What follows belongs to an exercise in optimizing a design on an open flow for small area, a short achievable clock period and few clock cycles; a production flow would make more cautious choices.
Function was checked by simulation only, so behaviour that the tests miss may differ from the original.
Power and IR drop assume default switching activity.

==> flow/design.v <==
`timescale 1ps/1ps
module Top(pts,led,out,clk,IN,wr_en,wr_a,wr_b,wr_w);
 input [2:0]pts;
 input [3:0]IN;
 input clk;
 output reg led;
 output reg [2:0]out;
 input wr_en;
 input [2:0]wr_a,wr_b;
 input [5:0]wr_w;
 reg io_sel,tk_inp,start,reset;
 reg tk_d,st_d;
 always@(posedge clk)
 begin
     io_sel<=IN[0];
     tk_inp<=IN[1];
     start<=IN[2];
     reset<=IN[3];
     tk_d<=tk_inp;
     st_d<=start;
 end
 reg [2:0]i_state,f_state;
 wire ld=tk_inp&&!tk_d;
 wire ld_src=ld&&!io_sel;
 always@(posedge clk)
 begin
     if(ld_src)
       i_state<=pts;
     if(ld&&io_sel)
       f_state<=pts;
 end
 wire [2:0]src_n=ld_src?pts:i_state;
 reg [5:0]wt[27:0];
 function integer eidx(input integer i,input integer j);
   integer lo,hi;
   begin
     lo=(i<j)?i:j;
     hi=(i<j)?j:i;
     eidx=lo*7-(lo*(lo-1))/2+(hi-lo-1);
   end
 endfunction
 genvar gi,gj;
 generate
   for(gi=0;gi<8;gi=gi+1)
   begin:wi
     for(gj=gi+1;gj<8;gj=gj+1)
     begin:wj
       always@(posedge clk)
         if(wr_en&&((wr_a==gi&&wr_b==gj)||(wr_a==gj&&wr_b==gi)))
           wt[eidx(gi,gj)]<=wr_w;
     end
   end
 endgenerate
 reg [8:0]dt[7:0];
 reg [7:0]visited;
 reg [2:0]pred[7:0];
 reg relax;
 wire restart=wr_en||ld_src;
 function kle(input [9:0]x,input [9:0]y);
   integer b;
   reg l,e;
   begin
     l=1'b0;
     e=1'b1;
     for(b=9;b>=0;b=b-1)
     begin
       l=l|(e&~x[b]&y[b]);
       e=e&~(x[b]^y[b]);
     end
     kle=l|e;
   end
 endfunction
 wire [9:0]key[7:0];
 generate
   for(gi=0;gi<8;gi=gi+1)
   begin:ky
     assign key[gi]={visited[gi],dt[gi]};
   end
 endgenerate
 wire [7:0]hw;
 wire [9:0]mh[1:0];
 generate
   for(gi=0;gi<2;gi=gi+1)
   begin:hf
     wire l01=kle(key[4*gi],key[4*gi+1]);
     wire l02=kle(key[4*gi],key[4*gi+2]);
     wire l03=kle(key[4*gi],key[4*gi+3]);
     wire l12=kle(key[4*gi+1],key[4*gi+2]);
     wire l13=kle(key[4*gi+1],key[4*gi+3]);
     wire l23=kle(key[4*gi+2],key[4*gi+3]);
     assign hw[4*gi]=l01&l02&l03;
     assign hw[4*gi+1]=!l01&l12&l13;
     assign hw[4*gi+2]=!l02&!l12&l23;
     assign hw[4*gi+3]=!l03&!l13&!l23;
     assign mh[gi]=({10{hw[4*gi]}}&key[4*gi])|({10{hw[4*gi+1]}}&key[4*gi+1])|
                   ({10{hw[4*gi+2]}}&key[4*gi+2])|({10{hw[4*gi+3]}}&key[4*gi+3]);
   end
 endgenerate
 wire hi=!kle(mh[0],mh[1]);
 wire [9:0]m07=hi?mh[1]:mh[0];
 wire any=!m07[9];
 wire [7:0]sel={{4{any&hi}}&hw[7:4],{4{any&!hi}}&hw[3:0]};
 reg [7:0]sel_r;
 reg [8:0]dp;
 always@(posedge clk)
 begin
     sel_r<=sel;
     dp<=m07[8:0];
 end
 wire [2:0]p={sel_r[4]|sel_r[5]|sel_r[6]|sel_r[7],sel_r[2]|sel_r[3]|sel_r[6]|sel_r[7],sel_r[1]|sel_r[3]|sel_r[5]|sel_r[7]};
 reg [5:0]wp[7:0];
 integer u,v;
 always@(*)
 begin
     for(v=0;v<8;v=v+1)
     begin
       wp[v]=6'd0;
       for(u=0;u<8;u=u+1)
         if(u!=v)
           wp[v]=wp[v]|({6{sel_r[u]}}&wt[eidx(u,v)]);
     end
 end
 function [1:0]cmp3(input [8:0]d,input [8:0]b,input [5:0]w);
   reg [10:0]x,y,z,s,t,g,pp;
   reg [10:0]gl,pl,gh,ph;
   integer i,j;
   reg c_lt,c_le;
   begin
     x={2'b00,d};
     y=~{2'b00,b};
     z=~{5'b00000,w};
     s=x^y^z;
     t={(x[9:0]&y[9:0])|(x[9:0]&z[9:0])|(y[9:0]&z[9:0]),1'b1};
     g=s&t;
     pp=s^t;
     gl=g;
     pl=pp;
     for(j=1;j<10;j=j*2)
     begin
       gh=gl;
       ph=pl;
       for(i=j;i<10;i=i+1)
       begin
         gh[i]=gl[i]|(pl[i]&gl[i-j]);
         ph[i]=pl[i]&pl[i-j];
       end
       gl=gh;
       pl=ph;
     end
     c_lt=gl[9];
     c_le=gl[9]|pl[9];
     cmp3={~(pp[10]^c_le),~(pp[10]^c_lt)};
   end
 endfunction
 wire [8:0]sum[7:0];
 wire [7:0]r_lt,r_le;
 generate
   for(gi=0;gi<8;gi=gi+1)
   begin:sm
     assign sum[gi]=dp+{3'd0,wp[gi]};
     assign {r_le[gi],r_lt[gi]}=cmp3(dt[gi],dp,wp[gi]);
   end
 endgenerate
 integer k;
 always@(posedge clk)
 begin
     if(restart)
     begin
         visited<=8'd0;
         relax<=1'b0;
         for(k=0;k<8;k=k+1)
           dt[k]<=(k[2:0]==src_n)?9'd0:9'h1ff;
     end
     else if(!relax)
     begin
         visited<=visited|sel;
         relax<=any;
     end
     else
     begin
         relax<=1'b0;
         for(k=0;k<8;k=k+1)
           if(!visited[k])
           begin
             if(r_lt[k])
             begin
               dt[k]<=sum[k];
               pred[k]<=p;
             end
             else if(r_le[k]&&p<pred[k])
               pred[k]<=p;
           end
     end
 end
 always@(posedge clk)
 begin
     if(IN[3]&&reset)
       led<=1'b0;
     else if(!IN[3]&&(visited[f_state]||(!relax&&sel[f_state])))
       led<=1'b1;
 end
 reg [2:0]cur;
 always@(posedge clk)
 begin
     if(reset)
       cur<=f_state;
     else if(start&&!st_d)
     begin
         out<=cur;
         if(cur!=i_state)
           cur<=pred[cur];
     end
 end
endmodule
==> flow/run.sh <==
#!/bin/bash
# synth_recipe.tcl (not shown) runs the flow's synth.tcl, then flattens the netlist and writes it again
# the make line also repeats each setting of config.mk as NAME=value (left out here)
make -C /OpenROAD-flow-scripts/flow DESIGN_CONFIG=/design/flow/config.mk WORK_HOME=/design/flow/orfs CLKGATE_MAP_FILE= SYNTH_SCRIPT=/design/flow/synth_recipe.tcl finish
==> flow/config.mk <==
export PLATFORM = sky130hd
export DESIGN_NAME = Top
export DESIGN_NICKNAME = Top
export VERILOG_FILES = /design/flow/design.v
export SDC_FILE = /design/flow/constraint.sdc
export NUM_CORES = 4
export LEC_CHECK = 0
export CAP_MARGIN = 20
export CORE_MARGIN = 2
export CORE_UTILIZATION = 40
export SLEW_MARGIN = 20
==> flow/constraint.sdc <==
create_clock -name core_clock -period 12.0 [get_ports {clk}]
set_input_delay 2.4000 -clock core_clock [delete_from_list [all_inputs] [get_ports {clk}]]
set_output_delay 2.4000 -clock core_clock [all_outputs]
set_load 0.01 [all_outputs]
==> results.env, run 1 <==
SYNTH-SEQ-CELLS=309
CTS_BUFFERS=35
P_SWITCHING_uW=3390
POST-DP-HPWL_MM=55.6
SYN2LAYOUT_AREA_GROWTH_PCT=9.17
DIE-WIDTH_UM=238
FINALSETUPTNS_NS=0
POSTROUTEWIRELENGTH_MM=73.8
REMAINING_DRC_ERRORS=0
SYNTH_FLOP_CELL='sky130_fd_sc_hd__edfxtp_1'
NETSWITCHINGFRACTION_PCT=48.2
GRT_SETUP_UNREPAIRED='no'
DESIGN.DIE.AREA_MM2=0.0567
VIAS_IN_THE_FIRST_GLOBAL_ROUTE=16900
TIMING.HOLD.WORST_PATH_DEPTH=0
POST_CTS.REPAIR.SETUP_BUFFERS=0
VIA_COUNT=17200
FINALSETUPVIOLCOUNT=0
DIE_H_UM=238
WORSTSETUPSTARTPOINT='pts[1]'
RESULT_OF_THE_RUN='timing/DRC/antenna clean'
HP-CLASS='flop to flop'
FINAL.SETUP_SKEW_NS=0.0220
CRITPATHLAUNCHTYPE='input pin'
INITIAL_CORE_UTIL_PCT=40.6
DRV_SLEW=0
ARRIVAL_NS=4.96
WL_MET1_MM=30.6
CTS_RESIZED=0
CLOCK_TREE.ROOT_CELL='sky130_fd_sc_hd__clkbuf_16'
CRIT_PATH_END='dt[4][7]'
P_LEAK_uW=0.00974
POWER_FRAC_SEQ_PCT=24.4
LAUNCH_POINT_OF_THE_WORST_REG_TO_REG_PATH='dt[6][7]'
CLOCK_LATENCY_NS=0.56
CTS_HOLD_REPAIR.BUFFERS=0
PATH_CELLS='clkdlybuf4s50_1, mux2i_1, inv_1, o31ai_1, o21ai_0'
SYNTH_AREA_PER_CELL_UM2=10.4
CP_NUM_BUF_INV=2
CLK_PIN_SLEW_WORST_PATHS_NS=0.05
HIGHEST_COUNT_CELLS_IN_THE_LAYOUT_IGNORING_FILL_AND_TAPS='287 x sky130_fd_sc_hd__inv_1, 273 x sky130_fd_sc_hd__edfxtp_1, 213 x sky130_fd_sc_hd__ha_1, 107 x sky130_fd_sc_hd__a22oi_1, 98 x sky130_fd_sc_hd__o21ai_0'
PWR-SHARE-CLK_PCT=15.3
WORSTPATHREQUIRED_NS=12.23
ROUTED_WIRE_LENGTH_PER_INSTANCE_UM=26.2
CLOCK_PATH_BUFFERS=3
CP_TOP_FAMILY='compound AO/OA/AOI/OAI gates'
PORT-BUFFER-COUNT=24
ROUTE.DETAILED.VIAS_PER_INST=6.14
FIRST_PASS_GRT_WIRE_LENGTH_MM=109
DRTPASS1ITERATIONS=7
MET3ROUTEDLENGTH_MM=5.87
WORST_PATH_MAX_DELAY_CELL='sky130_fd_sc_hd__o31ai_1'
TRANSITION_TIME_AT_THE_PIN_WITH_THE_LEAST_SLEW_MARGIN_NS=1.04
POST-ROUTE-MIN-PERIOD_NS=4.73
ACHIEVABLE-FREQUENCY_GHz=0.211
R2R_SLACK_NS=7.36
REGAREA_MM2=0.00892
CLOCK_TREE.HTREE_LEVEL_COUNT=2
DRV_CAP=0
INTERNAL_POWER_uW=3640
CORE_MM2=0.0540
POST-ROUTE-PERIOD-UTIL_PCT=39.4
FF2FF_PATH_DEPTH=14
WORST_IR_DROP_VDD_mV=0.216
SYNTHCELLS=2105
NUMCLOCKSINKS=309
POSTSYNTHNETCOUNT=2395
POST_SYNTH_INSTANCE_AREA_MM2=0.0219
YS_TYPES=96
CTS_TREE='done'
ANTENNADIODECOUNT=0
CRIT_PATH_MAX_FANOUT=9
GRT_MAX_DEGREE=75
YOSYS_WARNINGS=5
SEQ_AREA_FRAC_SYNTH_PCT=40.7
SHARE_OF_THE_CORE_FILLED_WITH_CELLS_IN_THE_FINAL_LAYOUT_PCT=44.3
HOLD_VIOL_FINAL=0
SYNTH_ENABLE_FLOP_CELLS=273
POWER_DENSITY_mW_PER_MM2=294
DESIGN.PORTCOUNT=25
COMBINATIONALPOWERSHARE_PCT=60.2
WORST-PATH-STAGES=5
GLOBALROUTE.TOTALOVERFLOW=0
DETAIL_ROUTE.ITER0.VIOLATIONS=2167
ROUTED.TOP_LAYER='met4'
GRT_ANTENNA_BEFORE_REPAIR=0
TIMING.MAX_SLEW.REL_SLACK_PCT=30.3
FP-ROW-COUNT=85
GRT_USE_TOTAL_PCT=26.0
REG2REG_TO='led'
END_KIND='flop'
N_FILL_CELL=5114
MULTIINPUTGATEAREA_MM2=0.0115
SLOWEST_DELAY_NS=0.83
FINAL_NETS=2379
TIMING_WORST_SETUP_PATH_TYPE='input pin to flop'
FINAL_LAYOUT_SIZE_SUFFIX_GT1_SHARE_PCT=6.34
GP_ROUTABILITY_CONGESTION=0.964
ROUTE.ANTENNA.REMAINING_NETS=0
LAYOUT.CELLS.MOST_COMMON='sky130_fd_sc_hd__inv_1'
MET2_WIRELENGTH_MM=34.5
YS_ASYNC_SR_FRACTION_PCT=0
==> registers in the layout, indices dropped and copies added (netlist names), 3 cells and up <==
signal   count
dt          72
pred        24
dp           9
sel_r        8
cur          3
visited      8
out          3
i_state      3
f_state      3
wt         168
==> metal layers <==
metal  vias up  track usage (%)
met1      8524             35.1
met3       152             3.45
met2       891             42.8
met5         -                0
met4         0             9.38
li1       7681                -
==> power groups by stage <==
stage	clock network (uW)	logic (uW)	registers (uW)
after floorplan	0	3010	1580
after global placement	0	4040	1730
after detailed placement	0	4150	1730
after CTS	1080	4180	1700
after global routing	1130	4690	1730
final	1080	4230	1720
==> worst min-delay path by stage <==
stage,start,end,slack [ns]
floorplan,tk_inp,tk_d,0.34
global placement,tk_inp,tk_d,0.35
detailed placement,tk_inp,tk_d,0.36
CTS,tk_inp,tk_d,0.37
global route,tk_inp,tk_d,0.38
finish,tk_inp,tk_d,0.37
==> cell usage after synthesis (12+ instances only) <==
| library cell | instances | area, um^2 |
|---|---|---|
| sky130_fd_sc_hd__a211oi_1 | 22 | 165 |
| sky130_fd_sc_hd__a21o_1 | 70 | 526 |
| sky130_fd_sc_hd__a21oi_1 | 70 | 350 |
| sky130_fd_sc_hd__a222oi_1 | 54 | 541 |
| sky130_fd_sc_hd__a22oi_1 | 107 | 803 |
| sky130_fd_sc_hd__and3_1 | 13 | 81.3 |
| sky130_fd_sc_hd__buf_2 | 21 | 105 |
| sky130_fd_sc_hd__clkbuf_1 | 72 | 270 |
| sky130_fd_sc_hd__dfxtp_1 | 36 | 721 |
| sky130_fd_sc_hd__edfxtp_1 | 273 | 8200 |
| sky130_fd_sc_hd__fa_1 | 56 | 1120 |
| sky130_fd_sc_hd__ha_1 | 213 | 2670 |
| sky130_fd_sc_hd__inv_1 | 287 | 1080 |
| sky130_fd_sc_hd__maj3_1 | 12 | 120 |
| sky130_fd_sc_hd__nand2_1 | 91 | 342 |
| sky130_fd_sc_hd__nand2b_1 | 24 | 150 |
| sky130_fd_sc_hd__nand3_1 | 81 | 405 |
| sky130_fd_sc_hd__nand4_1 | 12 | 75.1 |
| sky130_fd_sc_hd__nor2_1 | 86 | 323 |
| sky130_fd_sc_hd__nor2b_1 | 34 | 213 |
| sky130_fd_sc_hd__nor3_1 | 19 | 95.1 |
| sky130_fd_sc_hd__o21ai_0 | 98 | 490 |
| sky130_fd_sc_hd__o21ai_1 | 13 | 65.1 |
| sky130_fd_sc_hd__o22ai_1 | 14 | 87.6 |
| sky130_fd_sc_hd__xnor2_1 | 61 | 534 |
| sky130_fd_sc_hd__xor2_1 | 35 | 307 |
==> worst reg2reg max path, delay by kind of cell, from the launching register on <==
kind            cells  cell delay (ns)
simple gates        6             1.73
compound gates      5             1.44
fa+ha+maj           2             0.65
flops               1             0.60
buf+inv             1             0.13
==> cell type report <==
cell class | count | share of cell area [%]
multi-input cells | 1403 | 48.0
flip-flops and latches | 309 | 37.3
inverters | 291 | 4.57
clock buffers | 41 | 3.76
well taps | 696 | 3.64
repair buffers | 49 | 1.77
clock inverters | 22 | 1.01
==> metrics by stage <==
step | setup slack (ns) | hold WS, ns | instance area (um^2) | power, uW | std cells
after floorplan | 8.05 | 0.336 | 21900 | 4590 | 2105
after global placement | 6.91 | 0.350 | 22800 | 5770 | 2748
after detailed placement | 6.81 | 0.356 | 22800 | 5870 | 2748
after CTS | 7.35 | 0.370 | 23900 | 6960 | 2811
after global routing | 7.14 | 0.383 | 23900 | 7550 | 2811
final | 7.27 | 0.369 | 23900 | 7020 | 2811
==> kinds of logic (layout without fill, tap and decap cells) <==
family          after synthesis  count (layout)  synth area share (%)
mux                          10              10                 0.697
compound gates              576             576                  19.2
fa+ha+maj                   289             289                  18.2
simple gates                432             432                  10.3
flops                       309             309                  40.7
buf+inv                     393             403                  7.04
xor+xnor                     96              96                  3.84
Testbench counts, summed over its fixed seeds: cycles 4,559.
==> run 2: changes to the inputs <==
--- a/flow/design.v
+++ b/flow/design.v
@@ -10,6 +10,10 @@
  input [5:0]wr_w;
  reg io_sel,tk_inp,start,reset;
  reg tk_d,st_d;
+ reg [2:0]pts_r;
+ reg we_r;
+ reg [2:0]wa_r,wb_r;
+ reg [5:0]ww_r;
  always@(posedge clk)
  begin
      io_sel<=IN[0];
@@ -18,6 +22,11 @@
      reset<=IN[3];
      tk_d<=tk_inp;
      st_d<=start;
+     pts_r<=pts;
+     we_r<=wr_en;
+     wa_r<=wr_a;
+     wb_r<=wr_b;
+     ww_r<=wr_w;
  end
  reg [2:0]i_state,f_state;
  wire ld=tk_inp&&!tk_d;
@@ -25,11 +34,11 @@
  always@(posedge clk)
  begin
      if(ld_src)
-       i_state<=pts;
+       i_state<=pts_r;
      if(ld&&io_sel)
-       f_state<=pts;
- end
- wire [2:0]src_n=ld_src?pts:i_state;
+       f_state<=pts_r;
+ end
+ wire [2:0]src_n=ld_src?pts_r:i_state;
  reg [5:0]wt[27:0];
  function integer eidx(input integer i,input integer j);
    integer lo,hi;
@@ -46,16 +55,16 @@
      for(gj=gi+1;gj<8;gj=gj+1)
      begin:wj
        always@(posedge clk)
-         if(wr_en&&((wr_a==gi&&wr_b==gj)||(wr_a==gj&&wr_b==gi)))
-           wt[eidx(gi,gj)]<=wr_w;
+         if(we_r&&((wa_r==gi&&wb_r==gj)||(wa_r==gj&&wb_r==gi)))
+           wt[eidx(gi,gj)]<=ww_r;
      end
    end
  endgenerate
  reg [8:0]dt[7:0];
  reg [7:0]visited;
  reg [2:0]pred[7:0];
- reg relax;
- wire restart=wr_en||ld_src;
+ reg relax,first;
+ wire restart=we_r||ld_src;
  function kle(input [9:0]x,input [9:0]y);
    integer b;
    reg l,e;
@@ -104,8 +113,16 @@
  reg [8:0]dp;
  always@(posedge clk)
  begin
-     sel_r<=sel;
-     dp<=m07[8:0];
+     if(restart)
+     begin
+         sel_r<=8'd1<<src_n;
+         dp<=9'd0;
+     end
+     else
+     begin
+         sel_r<=sel;
+         dp<=m07[8:0];
+     end
  end
  wire [2:0]p={sel_r[4]|sel_r[5]|sel_r[6]|sel_r[7],sel_r[2]|sel_r[3]|sel_r[6]|sel_r[7],sel_r[1]|sel_r[3]|sel_r[5]|sel_r[7]};
  reg [5:0]wp[7:0];
@@ -120,45 +137,14 @@
            wp[v]=wp[v]|({6{sel_r[u]}}&wt[eidx(u,v)]);
      end
  end
- function [1:0]cmp3(input [8:0]d,input [8:0]b,input [5:0]w);
-   reg [10:0]x,y,z,s,t,g,pp;
-   reg [10:0]gl,pl,gh,ph;
-   integer i,j;
-   reg c_lt,c_le;
-   begin
-     x={2'b00,d};
-     y=~{2'b00,b};
-     z=~{5'b00000,w};
-     s=x^y^z;
-     t={(x[9:0]&y[9:0])|(x[9:0]&z[9:0])|(y[9:0]&z[9:0]),1'b1};
-     g=s&t;
-     pp=s^t;
-     gl=g;
-     pl=pp;
-     for(j=1;j<10;j=j*2)
-     begin
-       gh=gl;
-       ph=pl;
-       for(i=j;i<10;i=i+1)
-       begin
-         gh[i]=gl[i]|(pl[i]&gl[i-j]);
-         ph[i]=pl[i]&pl[i-j];
-       end
-       gl=gh;
-       pl=ph;
-     end
-     c_lt=gl[9];
-     c_le=gl[9]|pl[9];
-     cmp3={~(pp[10]^c_le),~(pp[10]^c_lt)};
-   end
- endfunction
  wire [8:0]sum[7:0];
  wire [7:0]r_lt,r_le;
  generate
    for(gi=0;gi<8;gi=gi+1)
    begin:sm
      assign sum[gi]=dp+{3'd0,wp[gi]};
-     assign {r_le[gi],r_lt[gi]}=cmp3(dt[gi],dp,wp[gi]);
+     assign r_lt[gi]=sum[gi]<dt[gi];
+     assign r_le[gi]=sum[gi]<=dt[gi];
    end
  endgenerate
  integer k;
@@ -166,10 +152,9 @@
  begin
      if(restart)
      begin
-         visited<=8'd0;
-         relax<=1'b0;
-         for(k=0;k<8;k=k+1)
-           dt[k]<=(k[2:0]==src_n)?9'd0:9'h1ff;
+         visited<=8'd1<<src_n;
+         relax<=1'b1;
+         first<=1'b1;
      end
      else if(!relax)
      begin
@@ -179,10 +164,11 @@
      else
      begin
          relax<=1'b0;
+         first<=1'b0;
          for(k=0;k<8;k=k+1)
            if(!visited[k])
            begin
-             if(r_lt[k])
+             if(first||r_lt[k])
              begin
                dt[k]<=sum[k];
                pred[k]<=p;
==> run 2 against run 1 <==
Compared with the run above: clock-buffer cell count rose by 9; critical path depth grew 11; global-route usage decreased by 2.4 points; largest cell class is now sequential cells.
==> results.env, run 2 <==
DRV_SLEW=0
DRTPASS1ITERATIONS=11
CLOCK_LATENCY_NS=0.58
DOMINANT_COMBINATIONAL_CELL_FAMILY_BY_AREA_AFTER_SYNTHESIS='compound AO/OA/AOI/OAI gates'
TIMING.MAX_SLEW.REL_SLACK_PCT=24.3
POSTROUTEWIRELENGTH_MM=59.5
POST-ROUTE-PERIOD-UTIL_PCT=44.1
POST_CTS.REPAIR.SETUP_BUFFERS=0
INITIAL_CORE_UTIL_PCT=40.6
FLIP_FLOP_COUNT_OF_THE_LARGEST_REGISTER_AFTER_LAYOUT=168
ARRIVAL_NS=5.69
SYNTH_FLOP_CELL='sky130_fd_sc_hd__edfxtp_1'
NUMCLOCKSINKS=326
GRT_SETUP_UNREPAIRED='no'
WORST_IR_DROP_VDD_mV=0.238
END_KIND='flop'
DESIGN.DIE.AREA_MM2=0.0502
GP_ROUTABILITY_CONGESTION=0.921
ACHIEVABLE-FREQUENCY_GHz=0.189
FINAL_LAYOUT_SIZE_SUFFIX_GT1_SHARE_PCT=6.67
HP-CLASS='flop to flop'
WORSTPATHREQUIRED_NS=12.40
TRANSITION_TIME_AT_THE_PIN_WITH_THE_LEAST_SLEW_MARGIN_NS=1.13
FP-ROW-COUNT=80
PLACED_CELLS=2328
SYNTH_COMPOUND_AREA_SHARE_PCT=19.1
P_LEAK_uW=0.00814
SYNTH_ENABLE_FLOP_CELLS=281
NETSWITCHINGFRACTION_PCT=44.4
SYNTH-SEQ-CELLS=326
FINALSETUPTNS_NS=0
POWER_FRAC_SEQ_PCT=28.6
YS_ASYNC_SR_FRACTION_PCT=0
SYNTH.AREA.MUX_SHARE_PCT=0.994
GRT_ANTENNA_BEFORE_REPAIR=1
PORT-BUFFER-COUNT=24
CTS_BUFFERS=38
COMBINATIONALPOWERSHARE_PCT=52.8
SYNTHCELLS=1761
DESIGN.PORTCOUNT=25
GRT_MAX_DEGREE=46
FINAL_NETS=1932
ROUTED_WIRE_LENGTH_PER_INSTANCE_UM=24.8
POST-ROUTE-MIN-PERIOD_NS=5.29
SEQ_AREA_FRAC_SYNTH_PCT=48.2
YOSYS.AREA.TOP_TYPE_SHARE_PCT=43.5
TIMING_WORST_SETUP_PATH_TYPE='flop to flop'
CP_COMMON_CELL='sky130_fd_sc_hd__ha_1'
FINALSETUPVIOLCOUNT=0
VIAS_IN_THE_FIRST_GLOBAL_ROUTE=14200
VIA_COUNT=14800
GLOBALROUTE.TOTALOVERFLOW=0
CTS_RESIZED=0
LAYOUT.CELLS.MOST_COMMON='sky130_fd_sc_hd__edfxtp_1'
CLK_PIN_SLEW_WORST_PATHS_NS=0.06
CRIT_PATH_MAX_FANOUT=25
DRV_CAP=0
SYNTH_AREA_PER_CELL_UM2=11.0
YS_TYPES=88
HIGHEST_COUNT_CELLS_IN_THE_LAYOUT_IGNORING_FILL_AND_TAPS='281 x sky130_fd_sc_hd__edfxtp_1, 153 x sky130_fd_sc_hd__inv_1, 149 x sky130_fd_sc_hd__ha_1, 110 x sky130_fd_sc_hd__a22oi_1, 87 x sky130_fd_sc_hd__a21oi_1'
REMAINING_DRC_ERRORS=0
DIE-WIDTH_UM=224
YOSYS_WARNINGS=5
POST_SYNTH_INSTANCE_AREA_MM2=0.0194
CTS_TREE='done'
POWER.TOTAL_uW=6430
SLOWEST_DELAY_NS=0.81
SYNTHADDERAREAFRAC_PCT=11.5
WORST_PATH_MAX_DELAY_CELL='sky130_fd_sc_hd__o221a_1'
POSTSYNTHNETCOUNT=1939
ROUTE.ANTENNA.REMAINING_NETS=0
CORE_MM2=0.0477
DETAIL_ROUTE.ITER0.VIOLATIONS=1993
POWER_DENSITY_mW_PER_MM2=299
PWR-SHARE-CLK_PCT=18.6
CLOCK_PATH_BUFFERS=3
FINAL_AREA_MM2=0.0215
POST-DP-HPWL_MM=43.2
CLOCK_TREE.ROOT_CELL='sky130_fd_sc_hd__clkbuf_16'
CRITPATHLAUNCHTYPE='flop'
YOSYS.CELL_COUNT.TOP_TYPE='sky130_fd_sc_hd__edfxtp_1'
WHS_NS=0.359
RESULT_OF_THE_RUN='timing/DRC/antenna clean'
ANTENNADIODECOUNT=0
DIE_H_UM=224
SYNTH_COMMONEST_CELLS='281 x sky130_fd_sc_hd__edfxtp_1, 153 x sky130_fd_sc_hd__inv_1, 149 x sky130_fd_sc_hd__ha_1, 110 x sky130_fd_sc_hd__a22oi_1, 87 x sky130_fd_sc_hd__a21oi_1'
PATH_CELLS='inv_1, ha_1, and4b_1, or4_4, a41oi_1, a21oi_1, o211a_2, a222oi_1, a21boi_0, ha_1, o21ai_0, nor2_1, nand4_1, o221a_1, nand3_1, o221ai_1'
ROUTE.DETAILED.VIAS_PER_INST=6.16
FINAL.SETUP_SKEW_NS=0.0238
REG_TOP3='wt x168, dt x72, pred x24'
HOLD_VIOL_FINAL=0
P_SWITCHING_uW=2850
SYNTH.TOP_CELLS.BY_AREA='sky130_fd_sc_hd__edfxtp_1 44%, sky130_fd_sc_hd__ha_1 9.6%, sky130_fd_sc_hd__dfxtp_1 4.6%'
GRT_USE_TOTAL_PCT=23.6
POST_SYNTH_AND_OR_NAND_NOR_AREA_FRACTION_PCT=10.7
CLOCK_TREE.HTREE_LEVEL_COUNT=2
SYNTHXORXNORAREAFRAC_PCT=4.38
INTERNAL_POWER_uW=3580
YOSYS.AREA.TOP_TYPE='sky130_fd_sc_hd__edfxtp_1'
FIRST_PASS_GRT_WIRE_LENGTH_MM=89.3
FIN_CELLS=2399
CTS_HOLD_REPAIR.BUFFERS=0
LARGEST-REGISTER='wt'
SYN2LAYOUT_AREA_GROWTH_PCT=10.8
POST_DP_CELL_AREA_MM2=0.0202
[run 2: cell count changes after synthesis, moves of 15 or more]
cell                       delta
sky130_fd_sc_hd__a21o_1      -48
sky130_fd_sc_hd__a21oi_1     +17
sky130_fd_sc_hd__fa_1        -48
sky130_fd_sc_hd__ha_1        -64
sky130_fd_sc_hd__inv_1      -134
sky130_fd_sc_hd__nand2_1     -28
sky130_fd_sc_hd__nand2b_1    +15
sky130_fd_sc_hd__nor2_1      -16
sky130_fd_sc_hd__nor2b_1     +22
sky130_fd_sc_hd__o21ai_0     -34
sky130_fd_sc_hd__o21bai_1    +17
[run 2: cell families after synthesis]
| family | after synthesis |
|---|---|
| adders and majority gates | 177 |
| muxes | 14 |
| DFF | 326 |
| AOI/OAI and AO/OA | 511 |
| xor gates and xnor gates | 97 |
| buffers and inverters | 249 |
| and+or+nand+nor | 387 |
[run 2: layout make-up]
| cell class | count | area, um^2 |
|---|---|---|
| fillers | 4383 | 26300 |
| flip-flops and latches | 326 | 9340 |
| multi-input cells | 1186 | 9080 |
| clock buffers | 50 | 1090 |
| well taps | 615 | 769 |
| inverters | 155 | 582 |
| repair buffers | 47 | 417 |
| clock inverters | 20 | 211 |
[run 2: per-layer routing]
metal  GRT usage, %  up-vias  wire length (um)
li1               -     6740                 -
met1           32.0     7085             24900
met2           38.8      811             27700
met3           2.99      139              4790
met4           8.80        0              2130
met5              0        -                 0
[run 2: power by group through the flow]
stage	Sequential, uW	Clock (uW)	Combinational (uW)
floorplan	1660	0	2560
global placement	1850	0	3260
detailed placement	1850	0	3330
CTS	1830	1220	3350
global route	1860	1260	3750
finish	1840	1200	3390
[run 2: through the flow]
step | setup WS (ns) | utilization, %
CTS | 6.73 | 45.0
finish | 6.71 | 45.0
detailed placement | 6.75 | 42.2
floorplan | 7.74 | -
global route | 6.38 | 45.0
global placement | 6.83 | 42.2
[run 2: worst paths after layout]
kind              slack [ns]          to  cells past startpoint       start
setup / recovery        6.71  visited[4]                     16  visited[1]
hold / removal          0.36        tk_d                      0      tk_inp
setup reg to reg        6.71  visited[4]                     16  visited[1]
hold reg to reg         0.36        tk_d                      0      tk_inp
[run 2: critical path, delay by kind of cell (launching register included)]
kind / cells / cell delay, ns
flops: 1 / 0.50
simple gates: 5 / 1.25
buf+inv: 1 / 0.11
compound gates: 8 / 2.57
fa+ha+maj: 2 / 0.70
Testbench counts of run 2, summed over its fixed seeds: cycles 4,529.
==> run 3: changes to the inputs <==
==> flow/flow/run.sh (new file) <==
#!/bin/bash
# The standard layout, with repair_timing aiming for a larger setup slack
# than the 12 ns clock needs, so that the achieved period shrinks.
set -euo pipefail
bash standard.sh SETUP_SLACK_MARGIN=8.0 finish > standard.log 2>&1
==> flow/standard.sh (new file) <==
#!/bin/bash
# synth_recipe.tcl (not shown) runs the flow's synth.tcl, then flattens the netlist and writes it again
# the make line also repeats each setting of config.mk as NAME=value (left out here)
make -C /OpenROAD-flow-scripts/flow DESIGN_CONFIG=/design/flow/config.mk WORK_HOME=/design/flow/orfs CLKGATE_MAP_FILE= SYNTH_SCRIPT=/design/flow/synth_recipe.tcl "${@:-finish}"
removed: flow/run.sh
==> run 3 against run 2 <==
Compared with the run above: critical path type unchanged; non-clock buffer count up 121; register-to-register slack better by 0.95 ns; still clean; critical path depth up 7; sequential share of layout area down 4.6 points; final area up 12%.
==> results.env, run 3 <==
RESULT_OF_THE_RUN='timing/DRC/antenna clean'
TIMING_WORST_SETUP_PATH_TYPE='flop to flop'
SYNTH-SEQ-CELLS=326
DIE-WIDTH_UM=224
ARRIVAL_NS=4.62
WORSTSETUPSTARTPOINT='sel_r[6]'
LAYOUT.CELLS.MOST_COMMON='sky130_fd_sc_hd__edfxtp_1'
GLOBAL_ROUTE_MET2_USAGE_PCT=42.8
FLIP_FLOP_COUNT_OF_THE_LARGEST_REGISTER_AFTER_LAYOUT=168
SYNTH_AREA_PER_CELL_UM2=11.0
FIN_CELLS=2521
POSTSYNTHNETCOUNT=1939
BUSIEST_LAYER='met2'
HP-CLASS='flop to flop'
PORT-BUFFER-COUNT=24
CTS_BUFFERS=38
CRITPATHLAUNCHTYPE='flop'
CLOCK_TREE.ROOT_CELL='sky130_fd_sc_hd__clkbuf_16'
CORE_MM2=0.0477
POSTROUTEWIRELENGTH_MM=68.2
DRTPASS1ITERATIONS=11
ROUTED_WIRE_LENGTH_PER_INSTANCE_UM=27.1
SHARE_OF_THE_CORE_FILLED_WITH_CELLS_IN_THE_FINAL_LAYOUT_PCT=50.5
DRV_SLEW=0
CLOCK_TREE.HTREE_LEVEL_COUNT=2
FF2FF_PATH_DEPTH=23
YOSYS_WARNINGS=5
USE_MET3_PCT=4.51
GP_ROUTABILITY_CONGESTION=0.987
END_KIND='flop'
LARGEST-REGISTER='wt'
CRIT_PATH_MAX_FANOUT=7
SYNTH_FLOP_CELL='sky130_fd_sc_hd__edfxtp_1'
TIMING.MAX_SLEW.REL_SLACK_PCT=14.9
CLOCK_LATENCY_NS=0.60
WORSTPATHREQUIRED_NS=12.29
POST-DP-HPWL_MM=45.6
DESIGN.PORTCOUNT=25
GLOBALROUTE.TOTALOVERFLOW=0
HOLD_VIOL_FINAL=0
YOSYS.CELL_COUNT.TOP_TYPE='sky130_fd_sc_hd__edfxtp_1'
POSTLAYOUTSETUPSLACKWORST_NS=7.67
POST-ROUTE-PERIOD-UTIL_PCT=36.1
HIGHEST_COUNT_CELLS_IN_THE_LAYOUT_IGNORING_FILL_AND_TAPS='281 x sky130_fd_sc_hd__edfxtp_1, 136 x sky130_fd_sc_hd__inv_1, 130 x sky130_fd_sc_hd__ha_1, 108 x sky130_fd_sc_hd__a22oi_1, 95 x sky130_fd_sc_hd__buf_4'
YS_ASYNC_SR_FRACTION_PCT=0
CTS_HOLD_REPAIR.BUFFERS=0
POWER_DENSITY_mW_PER_MM2=319
ROUTE.ANTENNA.REMAINING_NETS=0
GRT_SETUP_UNREPAIRED='yes'
CLOCK_PATH_BUFFERS=3
FINALSETUPVIOLCOUNT=0
SYNTH.TOP_CELLS.BY_AREA='sky130_fd_sc_hd__edfxtp_1 44%, sky130_fd_sc_hd__ha_1 9.6%, sky130_fd_sc_hd__dfxtp_1 4.6%'
GRT_ANTENNA_BEFORE_REPAIR=3
DESIGN.DIE.AREA_MM2=0.0502
YOSYS.AREA.TOP_TYPE='sky130_fd_sc_hd__edfxtp_1'
REG2REG_TO='dt[1][1]'
FINAL_LAYOUT_SIZE_SUFFIX_GT1_SHARE_PCT=21.6
ACHIEVABLE-FREQUENCY_GHz=0.231
VIA_COUNT=15900
WHS_NS=0.362
DRV_CAP=0
GRT_USE_TOTAL_PCT=25.9
FINALSETUPTNS_NS=0
GRT_MAX_DEGREE=45
CTS_TREE='done'
SYNTH_COMMONEST_CELLS='281 x sky130_fd_sc_hd__edfxtp_1, 153 x sky130_fd_sc_hd__inv_1, 149 x sky130_fd_sc_hd__ha_1, 110 x sky130_fd_sc_hd__a22oi_1, 87 x sky130_fd_sc_hd__a21oi_1'
FINAL_NETS=2054
FINAL.SETUP_SKEW_NS=0.0315
REG_TOP3='wt x168, dt x72, pred x24'
FP-ROW-COUNT=80
SEQ_AREA_FRAC_SYNTH_PCT=48.2
YS_TYPES=88
YOSYS.AREA.TOP_TYPE_SHARE_PCT=43.5
GRT_USE_MET1_PCT=33.3
SYNTHCELLS=1761
NUMCLOCKSINKS=326
WORST_IR_DROP_VDD_mV=0.257
POST_SYNTH_INSTANCE_AREA_MM2=0.0194
ANTENNADIODECOUNT=0
CRIT_PATH_END='dt[1][1]'
DETAIL_ROUTE.ITER0.VIOLATIONS=2406
DIE_H_UM=224
SYNTH_ENABLE_FLOP_CELLS=281
LAUNCH_POINT_OF_THE_WORST_REG_TO_REG_PATH='sel_r[6]'
POST-ROUTE-MIN-PERIOD_NS=4.33
SYN2LAYOUT_AREA_GROWTH_PCT=24.3
VIAS_IN_THE_FIRST_GLOBAL_ROUTE=15100
REMAINING_DRC_ERRORS=0
FIRST_PASS_GRT_WIRE_LENGTH_MM=96.8
N_FILL_CELL=4083
CLK_PIN_SLEW_WORST_PATHS_NS=0.06
INITIAL_CORE_UTIL_PCT=40.6
P_LEAK_uW=0.00920
R2R_SLACK_NS=7.67
TRANSITION_TIME_AT_THE_PIN_WITH_THE_LEAST_SLEW_MARGIN_NS=1.27
ROUTE.DETAILED.VIAS_PER_INST=6.30
DP_SLACK_NS=6.57
PLACED_CELLS=2322
run 3: cell types whose count changed in the layout (fill, tap and decap cells not counted), sizes merged, moves of 2 or more:
cell / previous run / this run
bufbuf: 0 / 7
clkbuf: 50 / 58
buf: 23 / 129
bufinv: 3 / 1
run 3: logic make-up (layout without fill, tap and decap cells):
family          count (synthesis)  after routing  synth area share, %
compound gates                511            512                 19.1
simple gates                  387            387                 10.7
flops                         326            326                 48.2
buf+inv                       249            393                 5.13
fa+ha+maj                     177            177                 11.5
xor+xnor                       97             97                 4.38
mux                            14             14                0.994
run 3: metal layers:
metal / vias up / routed length (um) / share of wire, %
li1: 6986 / - / -
met1: 7644 / 26300 / 39
met2: 1023 / 31700 / 47
met3: 225 / 6570 / 9.6
met4: 0 / 3610 / 5.3
met5: - / 0 / 0
run 3: worst min-delay path by stage:
stage,start,end,slack (ns),cells after the start
floorplan,tk_inp,tk_d,0.34,0
global placement,tk_inp,tk_d,0.35,0
detailed placement,tk_inp,tk_d,0.36,0
CTS,tk_inp,tk_d,0.37,0
global route,tk_inp,tk_d,0.37,0
finish,tk_inp,tk_d,0.36,0
run 3: critical path, stage by stage (launching register included):
cell                       delay (ns)
sky130_fd_sc_hd__dfxtp_4         0.36
sky130_fd_sc_hd__buf_12          0.15
sky130_fd_sc_hd__buf_4           0.14
sky130_fd_sc_hd__a22oi_1         0.30
sky130_fd_sc_hd__nand3_1         0.23
sky130_fd_sc_hd__ha_2            0.24
sky130_fd_sc_hd__inv_2           0.05
sky130_fd_sc_hd__fa_1            0.42
sky130_fd_sc_hd__inv_2           0.10
sky130_fd_sc_hd__ha_4            0.20
sky130_fd_sc_hd__nor2b_4         0.12
sky130_fd_sc_hd__o21a_1          0.17
sky130_fd_sc_hd__o21a_1          0.17
sky130_fd_sc_hd__o21ai_1         0.11
sky130_fd_sc_hd__nand2b_1        0.08
sky130_fd_sc_hd__a21oi_2         0.20
sky130_fd_sc_hd__nor2b_1         0.08
sky130_fd_sc_hd__o21ai_2         0.14
sky130_fd_sc_hd__nand2b_1        0.08
sky130_fd_sc_hd__a21oi_2         0.20
sky130_fd_sc_hd__nor2_4          0.07
sky130_fd_sc_hd__nor3_4          0.19
sky130_fd_sc_hd__buf_6           0.14
sky130_fd_sc_hd__buf_12          0.11
run 3: cell type report:
cell class | instances | area, um^2 | area share, %
clock buffers | 50 | 1120 | 4.64
clock inverters | 20 | 203 | 0.841
inverters | 155 | 586 | 2.43
multi-input cells | 1187 | 10100 | 41.9
flip-flops and latches | 326 | 9370 | 38.9
well taps | 615 | 769 | 3.19
repair buffers | 168 | 1950 | 8.10
run 3: repair_timing:
item | CTS | global route
setup buffers | 62 | 48
gates cloned | 11 | 8
endpoints found under the setup margin | 123 | 123
pin swaps | 53 | 96
gates resized for setup | 150 | 123
run 3: per-stage QoR:
stage | power (uW) | cell area, um^2
after floorplan | 4240 | 19400
after global placement | 5130 | 20200
after detailed placement | 5190 | 20200
after CTS | 7090 | 23000
after global routing | 8110 | 24100
final | 7690 | 24100
run 3: power by group:
part / internal [uW] / switching, uW / total [uW]
registers: 1540 / 297 / 1830
clock network: 692 / 518 / 1210
logic: 2040 / 2610 / 4640

what the ideal ports hide:
The flow's constraints put no driver on any port. The routed layouts listed below were extracted and timed again, unchanged, in two steps.
Step 1: set_driving_cell puts a clkbuf_16 on clk and a buf_2 on each other input, an assumption about the parent block.
Step 2 moves the port delays by t, midway between the first and last clock arrival at a register: inputs arrive t later, outputs are due t later. That takes back most of the time a late clock gives input paths.
Three values: no drivers, after step 1, after step 2; two values: the first two.
| run | t, ns | slack for setup (ns) | worst setup path at the end | latest minus earliest clock arrival (ns) | slew at the worst register clock pin (ns) |
|---|---|---|---|---|---|
| run 1 | 0.607 | 7.270 / 7.308 / 6.700 | input to register | 0.026 / 0.027 | 0.06 / 0.06 |
| run 2 | 0.621 | 6.712 / 6.712 / 6.712 | register to register | 0.023 / 0.023 | 0.06 / 0.06 |
| run 3 | 0.639 | 7.666 / 7.666 / 7.666 | register to register | 0.031 / 0.031 | 0.07 / 0.07 |
After both steps every run listed still meets setup and hold. The setup slack of run 1, which loses most, moves by +0.038 ns with the drivers and by -0.570 ns with both steps.
